Source: an optimization exercise on an open RTL-to-GDS flow (aim: small area, a short achievable clock period and few clock cycles per item). Production flows keep margins and buffers that such runs may drop.
Only the layout flow was run in this run; the RTL was not checked for function there.

**flow/design.v**
```verilog
module arctan #
	(
		parameter integer C_S00_AXIS_TDATA_WIDTH	= 32,
		parameter integer C_M00_AXIS_TDATA_WIDTH	= 32,
    parameter integer ITERATIONS = 16
	)
	(
		input wire  s00_axis_aclk, s00_axis_aresetn,
		input wire  s00_axis_tlast, s00_axis_tvalid,
		input wire [C_S00_AXIS_TDATA_WIDTH-1 : 0] s00_axis_tdata,
		input wire [(C_S00_AXIS_TDATA_WIDTH/8)-1: 0] s00_axis_tstrb,
		output logic  s00_axis_tready,
		input wire  m00_axis_aclk, m00_axis_aresetn,
		input wire  m00_axis_tready,
		output logic  m00_axis_tvalid, m00_axis_tlast,
		output logic [C_M00_AXIS_TDATA_WIDTH-1 : 0] m00_axis_tdata,
		output logic [(C_M00_AXIS_TDATA_WIDTH/8)-1: 0] m00_axis_tstrb
	);
  logic ov;   
  wire adv = m00_axis_tready | ~ov;
  assign s00_axis_tready = adv;
  wire signed [15:0] x_in = s00_axis_tdata[15:0];
  wire signed [15:0] y_in = s00_axis_tdata[31:16];
  logic s0_v;
  logic [4:0] s0_side;
  logic signed [15:0] s0_x, s0_y;
  logic [1:0] s0_q;
  logic [0:0] s0_b;
  logic s1_v;
  logic [4:0] s1_side;
  logic signed [15:0] s1_x, s1_y;
  logic [1:0] s1_q;
  logic [1:0] s1_b;
  logic s2_v;
  logic [4:0] s2_side;
  logic signed [15:0] s2_x, s2_y;
  logic [1:0] s2_q;
  logic [2:0] s2_b;
  logic s3_v;
  logic [4:0] s3_side;
  logic signed [15:0] s3_x, s3_y;
  logic [1:0] s3_q;
  logic [3:0] s3_b;
  logic s4_v;
  logic [4:0] s4_side;
  logic signed [15:0] s4_x, s4_y;
  logic [1:0] s4_q;
  logic [4:0] s4_b;
  logic s5_v;
  logic [4:0] s5_side;
  logic signed [15:0] s5_x, s5_y;
  logic [1:0] s5_q;
  logic [5:0] s5_b;
  logic s6_v;
  logic [4:0] s6_side;
  logic signed [15:0] s6_x, s6_y;
  logic [1:0] s6_q;
  logic [6:0] s6_b;
  logic s7_v;
  logic [4:0] s7_side;
  logic signed [15:0] s7_x, s7_y;
  logic [1:0] s7_q;
  logic [7:0] s7_b;
  logic s8_v;
  logic [4:0] s8_side;
  logic signed [15:0] s8_x, s8_y;
  logic [1:0] s8_q;
  logic [8:0] s8_b;
  logic s9_v;
  logic [4:0] s9_side;
  logic signed [15:0] s9_x, s9_y;
  logic [1:0] s9_q;
  logic [9:0] s9_b;
  logic s10_v;
  logic [4:0] s10_side;
  logic signed [15:0] s10_x, s10_y;
  logic [1:0] s10_q;
  logic [10:0] s10_b;
  logic s11_v;
  logic [4:0] s11_side;
  logic signed [15:0] s11_x, s11_y;
  logic [1:0] s11_q;
  logic [11:0] s11_b;
  logic s12_v;
  logic [4:0] s12_side;
  logic signed [15:0] s12_x, s12_y;
  logic [1:0] s12_q;
  logic [12:0] s12_b;
  logic s13_v;
  logic [4:0] s13_side;
  logic signed [15:0] s13_x, s13_y;
  logic signed [18:0] s13_kk;
  logic [1:0] s13_q;
  logic [13:0] s13_b;
  logic s14_v;
  logic [4:0] s14_side;
  logic signed [18:0] s14_r;
  logic signed [4:0] s14_pc;
  logic [1:0] s14_bl;
  wire c0_neg = x_in[15];
  wire c0_yneg = y_in[15];
  logic signed [15:0] c0_xf, c0_yf;
  assign c0_xf = (x_in ^ {16{c0_neg}}) + 16'(c0_neg);
  assign c0_yf = (y_in ^ {16{c0_neg}}) + 16'(c0_neg);
  wire c0_dn0 = ~c0_yf[15];   
  logic [0:0] c0_b;
  assign c0_b = {c0_dn0};
  always_ff @(posedge s00_axis_aclk) begin
    if (s00_axis_aresetn == 1'b0) s0_v <= 1'b0;
    else if (adv) s0_v <= s00_axis_tvalid;
  end
  always_ff @(posedge s00_axis_aclk) begin
    if (adv) begin
      s0_x <= c0_xf;
      s0_y <= c0_yf;
      s0_q <= {c0_neg, c0_yneg};
      s0_b <= c0_b;
      s0_side <= {s00_axis_tlast, s00_axis_tstrb};
    end
  end
  wire c1_d0 = s0_b[0];   
  logic signed [15:0] c1_x1, c1_y1;
  logic signed [15:0] c1_x1_op;
  assign c1_x1_op = (s0_y >>> 0);
  logic [16:0] c1_x1_s;
  assign c1_x1_s = {s0_x, 1'b1} + {c1_x1_op ^ {16{s0_y[15]}}, s0_y[15]};
  assign c1_x1 = c1_x1_s[16:1];
  logic signed [15:0] c1_y1_op;
  assign c1_y1_op = (s0_x >>> 0);
  logic [16:0] c1_y1_s;
  assign c1_y1_s = {s0_y, 1'b1} + {c1_y1_op ^ {16{c1_d0}}, c1_d0};
  assign c1_y1 = c1_y1_s[16:1];
  wire c1_dn1 = ~c1_y1[15];   
  logic [1:0] c1_b;
  assign c1_b = {c1_dn1, s0_b};
  always_ff @(posedge s00_axis_aclk) begin
    if (s00_axis_aresetn == 1'b0) s1_v <= 1'b0;
    else if (adv) s1_v <= s0_v;
  end
  always_ff @(posedge s00_axis_aclk) begin
    if (adv) begin
      s1_x <= c1_x1;
      s1_y <= c1_y1;
      s1_q <= s0_q;
      s1_b <= c1_b;
      s1_side <= s0_side;
    end
  end
  wire c2_d1 = s1_b[1];   
  logic signed [15:0] c2_x2, c2_y2;
  logic signed [15:0] c2_x2_op;
  assign c2_x2_op = (s1_y >>> 1);
  logic [16:0] c2_x2_s;
  assign c2_x2_s = {s1_x, 1'b1} + {c2_x2_op ^ {16{s1_y[15]}}, s1_y[15]};
  assign c2_x2 = c2_x2_s[16:1];
  logic signed [15:0] c2_y2_op;
  assign c2_y2_op = (s1_x >>> 1);
  logic [16:0] c2_y2_s;
  assign c2_y2_s = {s1_y, 1'b1} + {c2_y2_op ^ {16{c2_d1}}, c2_d1};
  assign c2_y2 = c2_y2_s[16:1];
  wire c2_dn2 = ~c2_y2[15];   
  logic [2:0] c2_b;
  assign c2_b = {c2_dn2, s1_b};
  always_ff @(posedge s00_axis_aclk) begin
    if (s00_axis_aresetn == 1'b0) s2_v <= 1'b0;
    else if (adv) s2_v <= s1_v;
  end
  always_ff @(posedge s00_axis_aclk) begin
    if (adv) begin
      s2_x <= c2_x2;
      s2_y <= c2_y2;
      s2_q <= s1_q;
      s2_b <= c2_b;
      s2_side <= s1_side;
    end
  end
  wire c3_d2 = s2_b[2];   
  logic signed [15:0] c3_x3, c3_y3;
  logic signed [15:0] c3_x3_op;
  assign c3_x3_op = (s2_y >>> 2);
  logic [16:0] c3_x3_s;
  assign c3_x3_s = {s2_x, 1'b1} + {c3_x3_op ^ {16{s2_y[15]}}, s2_y[15]};
  assign c3_x3 = c3_x3_s[16:1];
  logic signed [15:0] c3_y3_op;
  assign c3_y3_op = (s2_x >>> 2);
  logic [16:0] c3_y3_s;
  assign c3_y3_s = {s2_y, 1'b1} + {c3_y3_op ^ {16{c3_d2}}, c3_d2};
  assign c3_y3 = c3_y3_s[16:1];
  wire c3_dn3 = ~c3_y3[15];   
  logic [3:0] c3_b;
  assign c3_b = {c3_dn3, s2_b};
  always_ff @(posedge s00_axis_aclk) begin
    if (s00_axis_aresetn == 1'b0) s3_v <= 1'b0;
    else if (adv) s3_v <= s2_v;
  end
  always_ff @(posedge s00_axis_aclk) begin
    if (adv) begin
      s3_x <= c3_x3;
      s3_y <= c3_y3;
      s3_q <= s2_q;
      s3_b <= c3_b;
      s3_side <= s2_side;
    end
  end
  wire c4_d3 = s3_b[3];   
  logic signed [15:0] c4_x4, c4_y4;
  logic signed [15:0] c4_x4_op;
  assign c4_x4_op = (s3_y >>> 3);
  logic [16:0] c4_x4_s;
  assign c4_x4_s = {s3_x, 1'b1} + {c4_x4_op ^ {16{s3_y[15]}}, s3_y[15]};
  assign c4_x4 = c4_x4_s[16:1];
  logic signed [15:0] c4_y4_op;
  assign c4_y4_op = (s3_x >>> 3);
  logic [16:0] c4_y4_s;
  assign c4_y4_s = {s3_y, 1'b1} + {c4_y4_op ^ {16{c4_d3}}, c4_d3};
  assign c4_y4 = c4_y4_s[16:1];
  wire c4_dn4 = ~c4_y4[15];   
  logic [4:0] c4_b;
  assign c4_b = {c4_dn4, s3_b};
  always_ff @(posedge s00_axis_aclk) begin
    if (s00_axis_aresetn == 1'b0) s4_v <= 1'b0;
    else if (adv) s4_v <= s3_v;
  end
  always_ff @(posedge s00_axis_aclk) begin
    if (adv) begin
      s4_x <= c4_x4;
      s4_y <= c4_y4;
      s4_q <= s3_q;
      s4_b <= c4_b;
      s4_side <= s3_side;
    end
  end
  wire c5_d4 = s4_b[4];   
  logic signed [15:0] c5_x5, c5_y5;
  logic signed [15:0] c5_x5_op;
  assign c5_x5_op = (s4_y >>> 4);
  logic [16:0] c5_x5_s;
  assign c5_x5_s = {s4_x, 1'b1} + {c5_x5_op ^ {16{s4_y[15]}}, s4_y[15]};
  assign c5_x5 = c5_x5_s[16:1];
  logic signed [15:0] c5_y5_op;
  assign c5_y5_op = (s4_x >>> 4);
  logic [16:0] c5_y5_s;
  assign c5_y5_s = {s4_y, 1'b1} + {c5_y5_op ^ {16{c5_d4}}, c5_d4};
  assign c5_y5 = c5_y5_s[16:1];
  wire c5_dn5 = ~c5_y5[15];   
  logic [5:0] c5_b;
  assign c5_b = {c5_dn5, s4_b};
  always_ff @(posedge s00_axis_aclk) begin
    if (s00_axis_aresetn == 1'b0) s5_v <= 1'b0;
    else if (adv) s5_v <= s4_v;
  end
  always_ff @(posedge s00_axis_aclk) begin
    if (adv) begin
      s5_x <= c5_x5;
      s5_y <= c5_y5;
      s5_q <= s4_q;
      s5_b <= c5_b;
      s5_side <= s4_side;
    end
  end
  wire c6_d5 = s5_b[5];   
  logic signed [15:0] c6_x6, c6_y6;
  logic signed [15:0] c6_x6_op;
  assign c6_x6_op = (s5_y >>> 5);
  logic [16:0] c6_x6_s;
  assign c6_x6_s = {s5_x, 1'b1} + {c6_x6_op ^ {16{s5_y[15]}}, s5_y[15]};
  assign c6_x6 = c6_x6_s[16:1];
  logic signed [15:0] c6_y6_op;
  assign c6_y6_op = (s5_x >>> 5);
  logic [16:0] c6_y6_s;
  assign c6_y6_s = {s5_y, 1'b1} + {c6_y6_op ^ {16{c6_d5}}, c6_d5};
  assign c6_y6 = c6_y6_s[16:1];
  wire c6_dn6 = ~c6_y6[15];   
  logic [6:0] c6_b;
  assign c6_b = {c6_dn6, s5_b};
  always_ff @(posedge s00_axis_aclk) begin
    if (s00_axis_aresetn == 1'b0) s6_v <= 1'b0;
    else if (adv) s6_v <= s5_v;
  end
  always_ff @(posedge s00_axis_aclk) begin
    if (adv) begin
      s6_x <= c6_x6;
      s6_y <= c6_y6;
      s6_q <= s5_q;
      s6_b <= c6_b;
      s6_side <= s5_side;
    end
  end
  wire c7_d6 = s6_b[6];   
  logic signed [15:0] c7_x7, c7_y7;
  logic signed [15:0] c7_x7_op;
  assign c7_x7_op = (s6_y >>> 6);
  logic [16:0] c7_x7_s;
  assign c7_x7_s = {s6_x, 1'b1} + {c7_x7_op ^ {16{s6_y[15]}}, s6_y[15]};
  assign c7_x7 = c7_x7_s[16:1];
  logic signed [15:0] c7_y7_op;
  assign c7_y7_op = (s6_x >>> 6);
  logic [16:0] c7_y7_s;
  assign c7_y7_s = {s6_y, 1'b1} + {c7_y7_op ^ {16{c7_d6}}, c7_d6};
  assign c7_y7 = c7_y7_s[16:1];
  wire c7_dn7 = ~c7_y7[15];   
  logic [7:0] c7_b;
  assign c7_b = {c7_dn7, s6_b};
  always_ff @(posedge s00_axis_aclk) begin
    if (s00_axis_aresetn == 1'b0) s7_v <= 1'b0;
    else if (adv) s7_v <= s6_v;
  end
  always_ff @(posedge s00_axis_aclk) begin
    if (adv) begin
      s7_x <= c7_x7;
      s7_y <= c7_y7;
      s7_q <= s6_q;
      s7_b <= c7_b;
      s7_side <= s6_side;
    end
  end
  wire c8_d7 = s7_b[7];   
  logic signed [15:0] c8_x8, c8_y8;
  logic signed [15:0] c8_x8_op;
  assign c8_x8_op = (s7_y >>> 7);
  logic [16:0] c8_x8_s;
  assign c8_x8_s = {s7_x, 1'b1} + {c8_x8_op ^ {16{s7_y[15]}}, s7_y[15]};
  assign c8_x8 = c8_x8_s[16:1];
  logic signed [15:0] c8_y8_op;
  assign c8_y8_op = (s7_x >>> 7);
  logic [16:0] c8_y8_s;
  assign c8_y8_s = {s7_y, 1'b1} + {c8_y8_op ^ {16{c8_d7}}, c8_d7};
  assign c8_y8 = c8_y8_s[16:1];
  wire c8_dn8 = ~c8_y8[15];   
  logic [8:0] c8_b;
  assign c8_b = {c8_dn8, s7_b};
  always_ff @(posedge s00_axis_aclk) begin
    if (s00_axis_aresetn == 1'b0) s8_v <= 1'b0;
    else if (adv) s8_v <= s7_v;
  end
  always_ff @(posedge s00_axis_aclk) begin
    if (adv) begin
      s8_x <= c8_x8;
      s8_y <= c8_y8;
      s8_q <= s7_q;
      s8_b <= c8_b;
      s8_side <= s7_side;
    end
  end
  wire c9_d8 = s8_b[8];   
  logic signed [15:0] c9_x9, c9_y9;
  logic signed [15:0] c9_x9_op;
  assign c9_x9_op = (s8_y >>> 8);
  logic [16:0] c9_x9_s;
  assign c9_x9_s = {s8_x, 1'b1} + {c9_x9_op ^ {16{s8_y[15]}}, s8_y[15]};
  assign c9_x9 = c9_x9_s[16:1];
  logic signed [15:0] c9_y9_op;
  assign c9_y9_op = (s8_x >>> 8);
  logic [16:0] c9_y9_s;
  assign c9_y9_s = {s8_y, 1'b1} + {c9_y9_op ^ {16{c9_d8}}, c9_d8};
  assign c9_y9 = c9_y9_s[16:1];
  wire c9_dn9 = ~c9_y9[15];   
  logic [9:0] c9_b;
  assign c9_b = {c9_dn9, s8_b};
  always_ff @(posedge s00_axis_aclk) begin
    if (s00_axis_aresetn == 1'b0) s9_v <= 1'b0;
    else if (adv) s9_v <= s8_v;
  end
  always_ff @(posedge s00_axis_aclk) begin
    if (adv) begin
      s9_x <= c9_x9;
      s9_y <= c9_y9;
      s9_q <= s8_q;
      s9_b <= c9_b;
      s9_side <= s8_side;
    end
  end
  wire c10_d9 = s9_b[9];   
  logic signed [15:0] c10_x10, c10_y10;
  logic signed [15:0] c10_x10_op;
  assign c10_x10_op = (s9_y >>> 9);
  logic [16:0] c10_x10_s;
  assign c10_x10_s = {s9_x, 1'b1} + {c10_x10_op ^ {16{s9_y[15]}}, s9_y[15]};
  assign c10_x10 = c10_x10_s[16:1];
  logic signed [15:0] c10_y10_op;
  assign c10_y10_op = (s9_x >>> 9);
  logic [16:0] c10_y10_s;
  assign c10_y10_s = {s9_y, 1'b1} + {c10_y10_op ^ {16{c10_d9}}, c10_d9};
  assign c10_y10 = c10_y10_s[16:1];
  wire c10_dn10 = ~c10_y10[15];   
  logic [10:0] c10_b;
  assign c10_b = {c10_dn10, s9_b};
  always_ff @(posedge s00_axis_aclk) begin
    if (s00_axis_aresetn == 1'b0) s10_v <= 1'b0;
    else if (adv) s10_v <= s9_v;
  end
  always_ff @(posedge s00_axis_aclk) begin
    if (adv) begin
      s10_x <= c10_x10;
      s10_y <= c10_y10;
      s10_q <= s9_q;
      s10_b <= c10_b;
      s10_side <= s9_side;
    end
  end
  wire c11_d10 = s10_b[10];   
  logic signed [15:0] c11_x11, c11_y11;
  logic signed [15:0] c11_x11_op;
  assign c11_x11_op = (s10_y >>> 10);
  logic [16:0] c11_x11_s;
  assign c11_x11_s = {s10_x, 1'b1} + {c11_x11_op ^ {16{s10_y[15]}}, s10_y[15]};
  assign c11_x11 = c11_x11_s[16:1];
  logic signed [15:0] c11_y11_op;
  assign c11_y11_op = (s10_x >>> 10);
  logic [16:0] c11_y11_s;
  assign c11_y11_s = {s10_y, 1'b1} + {c11_y11_op ^ {16{c11_d10}}, c11_d10};
  assign c11_y11 = c11_y11_s[16:1];
  wire c11_dn11 = ~c11_y11[15];   
  logic [11:0] c11_b;
  assign c11_b = {c11_dn11, s10_b};
  always_ff @(posedge s00_axis_aclk) begin
    if (s00_axis_aresetn == 1'b0) s11_v <= 1'b0;
    else if (adv) s11_v <= s10_v;
  end
  always_ff @(posedge s00_axis_aclk) begin
    if (adv) begin
      s11_x <= c11_x11;
      s11_y <= c11_y11;
      s11_q <= s10_q;
      s11_b <= c11_b;
      s11_side <= s10_side;
    end
  end
  wire c12_d11 = s11_b[11];   
  logic signed [15:0] c12_x12, c12_y12;
  logic signed [15:0] c12_x12_op;
  assign c12_x12_op = (s11_y >>> 11);
  logic [16:0] c12_x12_s;
  assign c12_x12_s = {s11_x, 1'b1} + {c12_x12_op ^ {16{s11_y[15]}}, s11_y[15]};
  assign c12_x12 = c12_x12_s[16:1];
  logic signed [15:0] c12_y12_op;
  assign c12_y12_op = (s11_x >>> 11);
  logic [16:0] c12_y12_s;
  assign c12_y12_s = {s11_y, 1'b1} + {c12_y12_op ^ {16{c12_d11}}, c12_d11};
  assign c12_y12 = c12_y12_s[16:1];
  wire c12_dn12 = ~c12_y12[15];   
  logic [12:0] c12_b;
  assign c12_b = {c12_dn12, s11_b};
  always_ff @(posedge s00_axis_aclk) begin
    if (s00_axis_aresetn == 1'b0) s12_v <= 1'b0;
    else if (adv) s12_v <= s11_v;
  end
  always_ff @(posedge s00_axis_aclk) begin
    if (adv) begin
      s12_x <= c12_x12;
      s12_y <= c12_y12;
      s12_q <= s11_q;
      s12_b <= c12_b;
      s12_side <= s11_side;
    end
  end
  wire c13_d12 = s12_b[12];   
  logic signed [15:0] c13_x13, c13_y13;
  logic signed [15:0] c13_x13_op;
  assign c13_x13_op = (s12_y >>> 12);
  logic [16:0] c13_x13_s;
  assign c13_x13_s = {s12_x, 1'b1} + {c13_x13_op ^ {16{s12_y[15]}}, s12_y[15]};
  assign c13_x13 = c13_x13_s[16:1];
  logic signed [15:0] c13_y13_op;
  assign c13_y13_op = (s12_x >>> 12);
  logic [16:0] c13_y13_s;
  assign c13_y13_s = {s12_y, 1'b1} + {c13_y13_op ^ {16{c13_d12}}, c13_d12};
  assign c13_y13 = c13_y13_s[16:1];
  logic signed [18:0] c13_k, c13_kc;
  logic [18:0] c13_kt;
  assign c13_kc = s12_q[1] ? (s12_q[0] ? -19'sd160052 : 19'sd45834) : -19'sd57109;
  assign c13_kt = (s12_b[4] ? (s12_b[3] ? (s12_b[2] ? (s12_b[1] ? (s12_b[0] ? 19'd110146 : 19'd58676) : (s12_b[0] ? 19'd79762 : 19'd28292)) : (s12_b[1] ? (s12_b[0] ? 19'd94092 : 19'd42622) : (s12_b[0] ? 19'd63708 : 19'd12238))) : (s12_b[2] ? (s12_b[1] ? (s12_b[0] ? 19'd101998 : 19'd50528) : (s12_b[0] ? 19'd71614 : 19'd20144)) : (s12_b[1] ? (s12_b[0] ? 19'd85944 : 19'd34474) : (s12_b[0] ? 19'd55560 : 19'd4090)))) : (s12_b[3] ? (s12_b[2] ? (s12_b[1] ? (s12_b[0] ? 19'd106056 : 19'd54586) : (s12_b[0] ? 19'd75672 : 19'd24202)) : (s12_b[1] ? (s12_b[0] ? 19'd90002 : 19'd38532) : (s12_b[0] ? 19'd59618 : 19'd8148))) : (s12_b[2] ? (s12_b[1] ? (s12_b[0] ? 19'd97908 : 19'd46438) : (s12_b[0] ? 19'd67524 : 19'd16054)) : (s12_b[1] ? (s12_b[0] ? 19'd81854 : 19'd30384) : (s12_b[0] ? 19'd51470 : 19'd0)))));
  assign c13_k = c13_kc + c13_kt;
  wire c13_dn13 = ~c13_y13[15];   
  logic [13:0] c13_b;
  assign c13_b = {c13_dn13, s12_b};
  always_ff @(posedge s00_axis_aclk) begin
    if (s00_axis_aresetn == 1'b0) s13_v <= 1'b0;
    else if (adv) s13_v <= s12_v;
  end
  always_ff @(posedge s00_axis_aclk) begin
    if (adv) begin
      s13_x <= c13_x13;
      s13_y <= c13_y13;
      s13_kk <= c13_k;
      s13_q <= s12_q;
      s13_b <= c13_b;
      s13_side <= s12_side;
    end
  end
  wire c14_d13 = s13_b[13];   
  logic signed [15:0] c14_y14;
  logic signed [15:0] c14_y14_op;
  assign c14_y14_op = (s13_x >>> 13);
  logic [16:0] c14_y14_s;
  assign c14_y14_s = {s13_y, 1'b1} + {c14_y14_op ^ {16{c14_d13}}, c14_d13};
  assign c14_y14 = c14_y14_s[16:1];
  wire c14_d14 = ~c14_y14[15];   
  logic signed [18:0] c14_k;
  assign c14_k = s13_kk;
  logic [18:0] c14_bv;
  assign c14_bv = {1'b0, 1'b0, 1'b0, 1'b0, 1'b0, 1'b0, 1'b0, s13_b[5], s13_b[6], s13_b[7], s13_b[8], s13_b[9], s13_b[10], s13_b[11], s13_b[12], 1'b0, 1'b0, 1'b0, 1'b0};
  logic signed [18:0] c14_r;
  logic [8:0] c14_lo;
  assign c14_lo = {1'b0, c14_k[11:4]} + {1'b0, c14_bv[11:4]};
  logic [6:0] c14_h0, c14_h1;
  assign c14_h0 = c14_k[18:12];
  assign c14_h1 = c14_k[18:12] + 7'd1;
  assign c14_r = {c14_lo[8] ? c14_h1 : c14_h0, c14_lo[7:0], c14_k[3:0]};
  logic [3:0] c14_pc;
  assign c14_pc = (s13_b[12] ? (s13_b[11] ? (s13_b[10] ? (s13_b[9] ? (s13_b[8] ? (s13_b[7] ? (s13_b[6] ? (s13_b[5] ? 4'd8 : 4'd7) : (s13_b[5] ? 4'd7 : 4'd6)) : (s13_b[6] ? (s13_b[5] ? 4'd7 : 4'd6) : (s13_b[5] ? 4'd6 : 4'd5))) : (s13_b[7] ? (s13_b[6] ? (s13_b[5] ? 4'd7 : 4'd6) : (s13_b[5] ? 4'd6 : 4'd5)) : (s13_b[6] ? (s13_b[5] ? 4'd6 : 4'd5) : (s13_b[5] ? 4'd5 : 4'd4)))) : (s13_b[8] ? (s13_b[7] ? (s13_b[6] ? (s13_b[5] ? 4'd7 : 4'd6) : (s13_b[5] ? 4'd6 : 4'd5)) : (s13_b[6] ? (s13_b[5] ? 4'd6 : 4'd5) : (s13_b[5] ? 4'd5 : 4'd4))) : (s13_b[7] ? (s13_b[6] ? (s13_b[5] ? 4'd6 : 4'd5) : (s13_b[5] ? 4'd5 : 4'd4)) : (s13_b[6] ? (s13_b[5] ? 4'd5 : 4'd4) : (s13_b[5] ? 4'd4 : 4'd3))))) : (s13_b[9] ? (s13_b[8] ? (s13_b[7] ? (s13_b[6] ? (s13_b[5] ? 4'd7 : 4'd6) : (s13_b[5] ? 4'd6 : 4'd5)) : (s13_b[6] ? (s13_b[5] ? 4'd6 : 4'd5) : (s13_b[5] ? 4'd5 : 4'd4))) : (s13_b[7] ? (s13_b[6] ? (s13_b[5] ? 4'd6 : 4'd5) : (s13_b[5] ? 4'd5 : 4'd4)) : (s13_b[6] ? (s13_b[5] ? 4'd5 : 4'd4) : (s13_b[5] ? 4'd4 : 4'd3)))) : (s13_b[8] ? (s13_b[7] ? (s13_b[6] ? (s13_b[5] ? 4'd6 : 4'd5) : (s13_b[5] ? 4'd5 : 4'd4)) : (s13_b[6] ? (s13_b[5] ? 4'd5 : 4'd4) : (s13_b[5] ? 4'd4 : 4'd3))) : (s13_b[7] ? (s13_b[6] ? (s13_b[5] ? 4'd5 : 4'd4) : (s13_b[5] ? 4'd4 : 4'd3)) : (s13_b[6] ? (s13_b[5] ? 4'd4 : 4'd3) : (s13_b[5] ? 4'd3 : 4'd2)))))) : (s13_b[10] ? (s13_b[9] ? (s13_b[8] ? (s13_b[7] ? (s13_b[6] ? (s13_b[5] ? 4'd7 : 4'd6) : (s13_b[5] ? 4'd6 : 4'd5)) : (s13_b[6] ? (s13_b[5] ? 4'd6 : 4'd5) : (s13_b[5] ? 4'd5 : 4'd4))) : (s13_b[7] ? (s13_b[6] ? (s13_b[5] ? 4'd6 : 4'd5) : (s13_b[5] ? 4'd5 : 4'd4)) : (s13_b[6] ? (s13_b[5] ? 4'd5 : 4'd4) : (s13_b[5] ? 4'd4 : 4'd3)))) : (s13_b[8] ? (s13_b[7] ? (s13_b[6] ? (s13_b[5] ? 4'd6 : 4'd5) : (s13_b[5] ? 4'd5 : 4'd4)) : (s13_b[6] ? (s13_b[5] ? 4'd5 : 4'd4) : (s13_b[5] ? 4'd4 : 4'd3))) : (s13_b[7] ? (s13_b[6] ? (s13_b[5] ? 4'd5 : 4'd4) : (s13_b[5] ? 4'd4 : 4'd3)) : (s13_b[6] ? (s13_b[5] ? 4'd4 : 4'd3) : (s13_b[5] ? 4'd3 : 4'd2))))) : (s13_b[9] ? (s13_b[8] ? (s13_b[7] ? (s13_b[6] ? (s13_b[5] ? 4'd6 : 4'd5) : (s13_b[5] ? 4'd5 : 4'd4)) : (s13_b[6] ? (s13_b[5] ? 4'd5 : 4'd4) : (s13_b[5] ? 4'd4 : 4'd3))) : (s13_b[7] ? (s13_b[6] ? (s13_b[5] ? 4'd5 : 4'd4) : (s13_b[5] ? 4'd4 : 4'd3)) : (s13_b[6] ? (s13_b[5] ? 4'd4 : 4'd3) : (s13_b[5] ? 4'd3 : 4'd2)))) : (s13_b[8] ? (s13_b[7] ? (s13_b[6] ? (s13_b[5] ? 4'd5 : 4'd4) : (s13_b[5] ? 4'd4 : 4'd3)) : (s13_b[6] ? (s13_b[5] ? 4'd4 : 4'd3) : (s13_b[5] ? 4'd3 : 4'd2))) : (s13_b[7] ? (s13_b[6] ? (s13_b[5] ? 4'd4 : 4'd3) : (s13_b[5] ? 4'd3 : 4'd2)) : (s13_b[6] ? (s13_b[5] ? 4'd3 : 4'd2) : (s13_b[5] ? 4'd2 : 4'd1))))))) : (s13_b[11] ? (s13_b[10] ? (s13_b[9] ? (s13_b[8] ? (s13_b[7] ? (s13_b[6] ? (s13_b[5] ? 4'd7 : 4'd6) : (s13_b[5] ? 4'd6 : 4'd5)) : (s13_b[6] ? (s13_b[5] ? 4'd6 : 4'd5) : (s13_b[5] ? 4'd5 : 4'd4))) : (s13_b[7] ? (s13_b[6] ? (s13_b[5] ? 4'd6 : 4'd5) : (s13_b[5] ? 4'd5 : 4'd4)) : (s13_b[6] ? (s13_b[5] ? 4'd5 : 4'd4) : (s13_b[5] ? 4'd4 : 4'd3)))) : (s13_b[8] ? (s13_b[7] ? (s13_b[6] ? (s13_b[5] ? 4'd6 : 4'd5) : (s13_b[5] ? 4'd5 : 4'd4)) : (s13_b[6] ? (s13_b[5] ? 4'd5 : 4'd4) : (s13_b[5] ? 4'd4 : 4'd3))) : (s13_b[7] ? (s13_b[6] ? (s13_b[5] ? 4'd5 : 4'd4) : (s13_b[5] ? 4'd4 : 4'd3)) : (s13_b[6] ? (s13_b[5] ? 4'd4 : 4'd3) : (s13_b[5] ? 4'd3 : 4'd2))))) : (s13_b[9] ? (s13_b[8] ? (s13_b[7] ? (s13_b[6] ? (s13_b[5] ? 4'd6 : 4'd5) : (s13_b[5] ? 4'd5 : 4'd4)) : (s13_b[6] ? (s13_b[5] ? 4'd5 : 4'd4) : (s13_b[5] ? 4'd4 : 4'd3))) : (s13_b[7] ? (s13_b[6] ? (s13_b[5] ? 4'd5 : 4'd4) : (s13_b[5] ? 4'd4 : 4'd3)) : (s13_b[6] ? (s13_b[5] ? 4'd4 : 4'd3) : (s13_b[5] ? 4'd3 : 4'd2)))) : (s13_b[8] ? (s13_b[7] ? (s13_b[6] ? (s13_b[5] ? 4'd5 : 4'd4) : (s13_b[5] ? 4'd4 : 4'd3)) : (s13_b[6] ? (s13_b[5] ? 4'd4 : 4'd3) : (s13_b[5] ? 4'd3 : 4'd2))) : (s13_b[7] ? (s13_b[6] ? (s13_b[5] ? 4'd4 : 4'd3) : (s13_b[5] ? 4'd3 : 4'd2)) : (s13_b[6] ? (s13_b[5] ? 4'd3 : 4'd2) : (s13_b[5] ? 4'd2 : 4'd1)))))) : (s13_b[10] ? (s13_b[9] ? (s13_b[8] ? (s13_b[7] ? (s13_b[6] ? (s13_b[5] ? 4'd6 : 4'd5) : (s13_b[5] ? 4'd5 : 4'd4)) : (s13_b[6] ? (s13_b[5] ? 4'd5 : 4'd4) : (s13_b[5] ? 4'd4 : 4'd3))) : (s13_b[7] ? (s13_b[6] ? (s13_b[5] ? 4'd5 : 4'd4) : (s13_b[5] ? 4'd4 : 4'd3)) : (s13_b[6] ? (s13_b[5] ? 4'd4 : 4'd3) : (s13_b[5] ? 4'd3 : 4'd2)))) : (s13_b[8] ? (s13_b[7] ? (s13_b[6] ? (s13_b[5] ? 4'd5 : 4'd4) : (s13_b[5] ? 4'd4 : 4'd3)) : (s13_b[6] ? (s13_b[5] ? 4'd4 : 4'd3) : (s13_b[5] ? 4'd3 : 4'd2))) : (s13_b[7] ? (s13_b[6] ? (s13_b[5] ? 4'd4 : 4'd3) : (s13_b[5] ? 4'd3 : 4'd2)) : (s13_b[6] ? (s13_b[5] ? 4'd3 : 4'd2) : (s13_b[5] ? 4'd2 : 4'd1))))) : (s13_b[9] ? (s13_b[8] ? (s13_b[7] ? (s13_b[6] ? (s13_b[5] ? 4'd5 : 4'd4) : (s13_b[5] ? 4'd4 : 4'd3)) : (s13_b[6] ? (s13_b[5] ? 4'd4 : 4'd3) : (s13_b[5] ? 4'd3 : 4'd2))) : (s13_b[7] ? (s13_b[6] ? (s13_b[5] ? 4'd4 : 4'd3) : (s13_b[5] ? 4'd3 : 4'd2)) : (s13_b[6] ? (s13_b[5] ? 4'd3 : 4'd2) : (s13_b[5] ? 4'd2 : 4'd1)))) : (s13_b[8] ? (s13_b[7] ? (s13_b[6] ? (s13_b[5] ? 4'd4 : 4'd3) : (s13_b[5] ? 4'd3 : 4'd2)) : (s13_b[6] ? (s13_b[5] ? 4'd3 : 4'd2) : (s13_b[5] ? 4'd2 : 4'd1))) : (s13_b[7] ? (s13_b[6] ? (s13_b[5] ? 4'd3 : 4'd2) : (s13_b[5] ? 4'd2 : 4'd1)) : (s13_b[6] ? (s13_b[5] ? 4'd2 : 4'd1) : (s13_b[5] ? 4'd1 : 4'd0))))))));
  logic signed [4:0] c14_t;
  assign c14_t = {3'b000, s13_b[13], s13_b[13]} - {1'b0, c14_pc};
  logic [14:0] c14_b;
  assign c14_b = {c14_d14, s13_b};
  always_ff @(posedge s00_axis_aclk) begin
    if (s00_axis_aresetn == 1'b0) s14_v <= 1'b0;
    else if (adv) s14_v <= s13_v;
  end
  always_ff @(posedge s00_axis_aclk) begin
    if (adv) begin
      s14_r <= c14_r;
      s14_pc <= c14_t;
      s14_bl <= c14_b[14:13];
      s14_side <= s13_side;
    end
  end
  logic signed [18:0] c15_ph;
  logic [18:0] c15_su;
  assign c15_su = {s14_r[18:1], 1'b1} + {18'(s14_pc), s14_bl[1]};
  assign c15_ph = {c15_su[18:1], s14_r[0]};
  logic signed [18:0] o_ph;
  logic [4:0] o_side;
  always_ff @(posedge s00_axis_aclk) begin
    if (s00_axis_aresetn == 1'b0) ov <= 1'b0;
    else if (adv) ov <= s14_v;
  end
  always_ff @(posedge s00_axis_aclk) begin
    if (adv) begin
      o_ph <= c15_ph;
      o_side <= s14_side;
    end
  end
  assign m00_axis_tvalid = ov;
  assign m00_axis_tdata = {{(C_M00_AXIS_TDATA_WIDTH-19){o_ph[18]}}, o_ph};
  assign m00_axis_tlast = o_side[4];
  assign m00_axis_tstrb = o_side[3:0];
endmodule
```
**flow/run.sh**
```bash
#!/bin/bash
# synth_recipe.tcl (not shown) runs the flow's synth.tcl, then flattens the netlist and writes it again
# the make line also repeats each setting of config.mk as NAME=value (left out here)
make -C /OpenROAD-flow-scripts/flow DESIGN_CONFIG=/design/flow/config.mk WORK_HOME=/design/flow/orfs CLKGATE_MAP_FILE= SYNTH_SCRIPT=/design/flow/synth_recipe.tcl finish
```
**flow/config.mk**
```make
export PLATFORM = sky130hd
export DESIGN_NAME = arctan
export DESIGN_NICKNAME = arctan
export VERILOG_FILES = /design/flow/design.v
export SDC_FILE = /design/flow/constraint.sdc
export NUM_CORES = 4
export LEC_CHECK = 0
export ABC_AREA = 1
export CAP_MARGIN = 20
export CORE_MARGIN = 2
export CORE_UTILIZATION = 40
export SETUP_SLACK_MARGIN = 2.3
export SLEW_MARGIN = 20
```
**flow/constraint.sdc**
```tcl
create_clock -name core_clock -period 5.0 [get_ports {s00_axis_aclk}]
set_input_delay 1.0000 -clock core_clock [delete_from_list [all_inputs] [get_ports {s00_axis_aclk}]]
set_output_delay 1.0000 -clock core_clock [all_outputs]
set_load 0.01 [all_outputs]
```
==> results.txt <==
==> per-stage QoR <==
| stage | util | hold slack, ns | cell area, um^2 |
|---|---|---|---|
| floorplan | - | 0.400 | 45600 |
| global placement | 0.426 | 0.401 | 48000 |
| detailed placement | 0.426 | 0.405 | 48000 |
| CTS | 0.457 | 0.412 | 51500 |
| global route | 0.467 | 0.421 | 52600 |
| finish | 0.467 | 0.415 | 52600 |
==> layout by cell type, fill, tap and decap left out, drive strengths merged, types with 144 or more instances in the layout <==
cell type	synthesis	final
nand3	260	260
xor2	584	585
nor2	276	276
ha	391	391
o21ai	195	195
buf	61	144
edfxtp	704	704
inv	427	433
a21oi	325	325
nand2	1000	1000
==> layout make-up <==
type | count | area, um^2
fill | 10600 | 60100
multi-input combinational | 3457 | 22800
sequential | 720 | 21500
clock buffer | 98 | 2210
timing repair buffer | 221 | 2050
tap | 1500 | 1880
inverter | 429 | 1660
clock inverter | 52 | 541
timing repair inverter | 1 | 6.26
==> logic make-up after synthesis <==
logic type / Yosys count / synth area share
AO/OA/AOI/OAI: 704 / 0.0882
XOR/XNOR: 708 / 0.137
adder cells (fa/ha/maj): 395 / 0.109
buffers and inverters: 502 / 0.0447
flip-flops: 720 / 0.471
multiplexers: 3 / 0.000687
AND/OR/NAND/NOR: 1646 / 0.149
==> routing by layer <==
metal  GRT usage  vias to the layer above
li1            -                    16500
met1       0.218                    14500
met2       0.265                      500
met3      0.0221                      163
met4      0.0571                        0
met5           0                        -
==> worst reg2reg max path: cells and delay by family (launching register included) <==
kind,cells,cell delay [ns]
AO/OA/AOI/OAI,3,0.46
buffers and inverters,3,0.40
AND/OR/NAND/NOR,5,0.52
flip-flops,1,0.41
adder cells (fa/ha/maj),2,0.56
multiplexers,1,0.19
==> timing repair <==
item | 4_1_cts | 5_1_grt
setup buffers | 66 | 64
endpoints found under the setup margin | 148 | 117
resized for setup | 51 | 161
gates cloned | 1 | 1
endpoints found under the hold margin | 0 | 0
pin swaps | 8 | 59
==> final timing paths <==
kind	start	endpoint	slack, ns
setup / recovery	s12_b[0]	s13_kk[14]	2.24
hold / removal	s9_side[4]	s10_side[4]	0.42
setup reg to reg	s12_b[0]	s13_kk[14]	2.24
hold reg to reg	s9_side[4]	s10_side[4]	0.42
==> metrics.md <==
| Metric | Value |
|---|---|
| Fmax achieved | 362 MHz |
| Met2 routed WL | 44.6 mm |
| Initial DRC count | 2050 |
| Synthesis Warnings | 1 |
| N_diodes | 0 |
| Place WS | 1.45 ns |
| Leading post-synthesis cells by cell area | edfxtp_1 46%, xor2_1 11%, ha_1 11% |
| Setup Skew | 0.0420 ns |
| Status | complete, no violations |
| RSZ-0062 raised after global routing | true |
| H-tree levels | 3 |
| MaxCap Viol Count | 0 |
| Core ar. | 0.113 mm^2 |
| Worst rel slew slack | 0.289 |
| CP max FO | 8 |
| Distinct cells, synth | 55 |
| Synthesis-to-finish area growth | 15.4% |
| CTS tree | done |
| Highest metal used | met4 |
| Period utilization | 0.552 |
| Post-DRT Antenna Nets | 0 |
| Worst path top cell family by delay | adder cells |
| Die width | 341 um |
| Least-Margin Pin Slew | 1.07 ns |
| Fin nets | 5351 |
| Most common cell in the netlist | nand2_1 |
| Non-Filler Instances | 6478 |
| Crit path cell chain | buf_4, buf_6, buf_6, ha_2, mux2i_2, nand2_1, o21ai_0, a21oi_2, ha_1, nand3_1, o21ai_1, nand3_1, nand3_1, nand2_1 |
| Largest area contributor in the netlist | edfxtp_1 |
| CTS Buffer Depth | 3 |
| WP data required | 5.41 ns |
| # hold bufs at CTS | 0 |
| Post-synth ARST share | 0 |
| WP buf/inv | 3 |
| IO buf count | 79 |
| Met3 WL | 3.61 mm |
| Drt drc | 0 |
| Dpl cells | 6196 |
| Critical path depth | 14 |
| Post-synth top cells | 999 x nand2_1, 704 x edfxtp_1, 580 x xor2_1 |
| Main synth FF type | edfxtp_1 |
| Gpl congestion | 0.858 |
| Clock Sinks | 720 |
| Pins Over Slew Limit | 0 |
| Slowest stage cell, crit path | edfxtp_1 |
| Drt pass-1 iters | 6 |
| Drt total wl | 96.0 mm |
| Final min period | 2.76 ns |
| Vias/cell | 4.89 |
| FP Rows | 123 |
| Clk root buf | clkbuf_16 |
| Final Setup Violations | 0 |
| CTS buffer count | 83 |
| Hpwl dp | 71.0 mm |
| Vias in the first global route | 30100 |
| Final hold violations | 0 |
| Total die area | 0.117 mm^2 |
| Biggest regs | o_ph: 19 flops, s13_kk: 19 flops, s14_r: 19 flops |
| Crit path DAT | 3.17 ns |
| Initial antenna violation count | 0 |
| Cell depth of the worst flop-to-flop path | 14 |
| Avg Inst Size Synth | 9.74 um^2 |
| Wirelength per Cell | 14.8 um |
| Vias | 31700 |
| Synthesized area | 0.0456 mm^2 |
| Sequential share of the synthesized area | 0.471 |
| Worst hold path type | reg -> reg |
| Crit. End Element | flip-flop |
| Die height | 341 um |
| First-pass GRT wire length | 154 mm |
| Setup WS post-layout | 2.24 ns |
| Setup TNS | 0 ns |
| Reg clk slew, reported paths | 0.06 ns |
| Yosys top cell area share | 0.464 |
| WS Path Type | reg -> reg |
| Total GRT Usage | 0.161 |
| Share of layout cells above drive strength 1 | 0.0850 |
| Largest net degree at the start of global routing | 183 |
| Syn Nets | 5116 |
| CP max stage delay | 0.41 ns |
| Metal-1 WL | 44.8 mm |
| Number of cells on the worst hold path | 0 |
| Number of I/O pins | 82 |
| Syn Inst Count | 4678 |
| Initial Utilization | 0.404 |
| Clock latency on the worst-skew pair | 0.66 ns |
| CP Launch Type | flip-flop |
| #FFs+latches synth | 720 |
| Grt ovf | 0 |
| Most frequent CP cell | nand3_1 |
| EDFF count, synth | 704 |

re-timing with driven ports:
The flow's constraints put no driver on any port. The routed layout listed below was extracted and timed again, unchanged, in two steps. Step 1 sets driving cells, clkbuf_16 on the clock port and buf_2 on the other inputs (assumed; they add their load-dependent delay and slew). Step 2 moves the port delays by t, midway between the first and last clock arrival at a register: inputs arrive t later, outputs are due t later. That takes back most of the time a late clock gives input paths. Three values: ideal ports, drivers, drivers and shift; two values: the first two.
t (ns): 0.709
slack for setup (ns): 2.241 / 2.241 / 1.755
hold WS [ns]: 0.415 / 0.415 / 0.415
After both steps setup and hold are still met in this run. For this run, drivers alone change the setup slack by 0.000 ns; drivers and shift together by -0.486 ns.
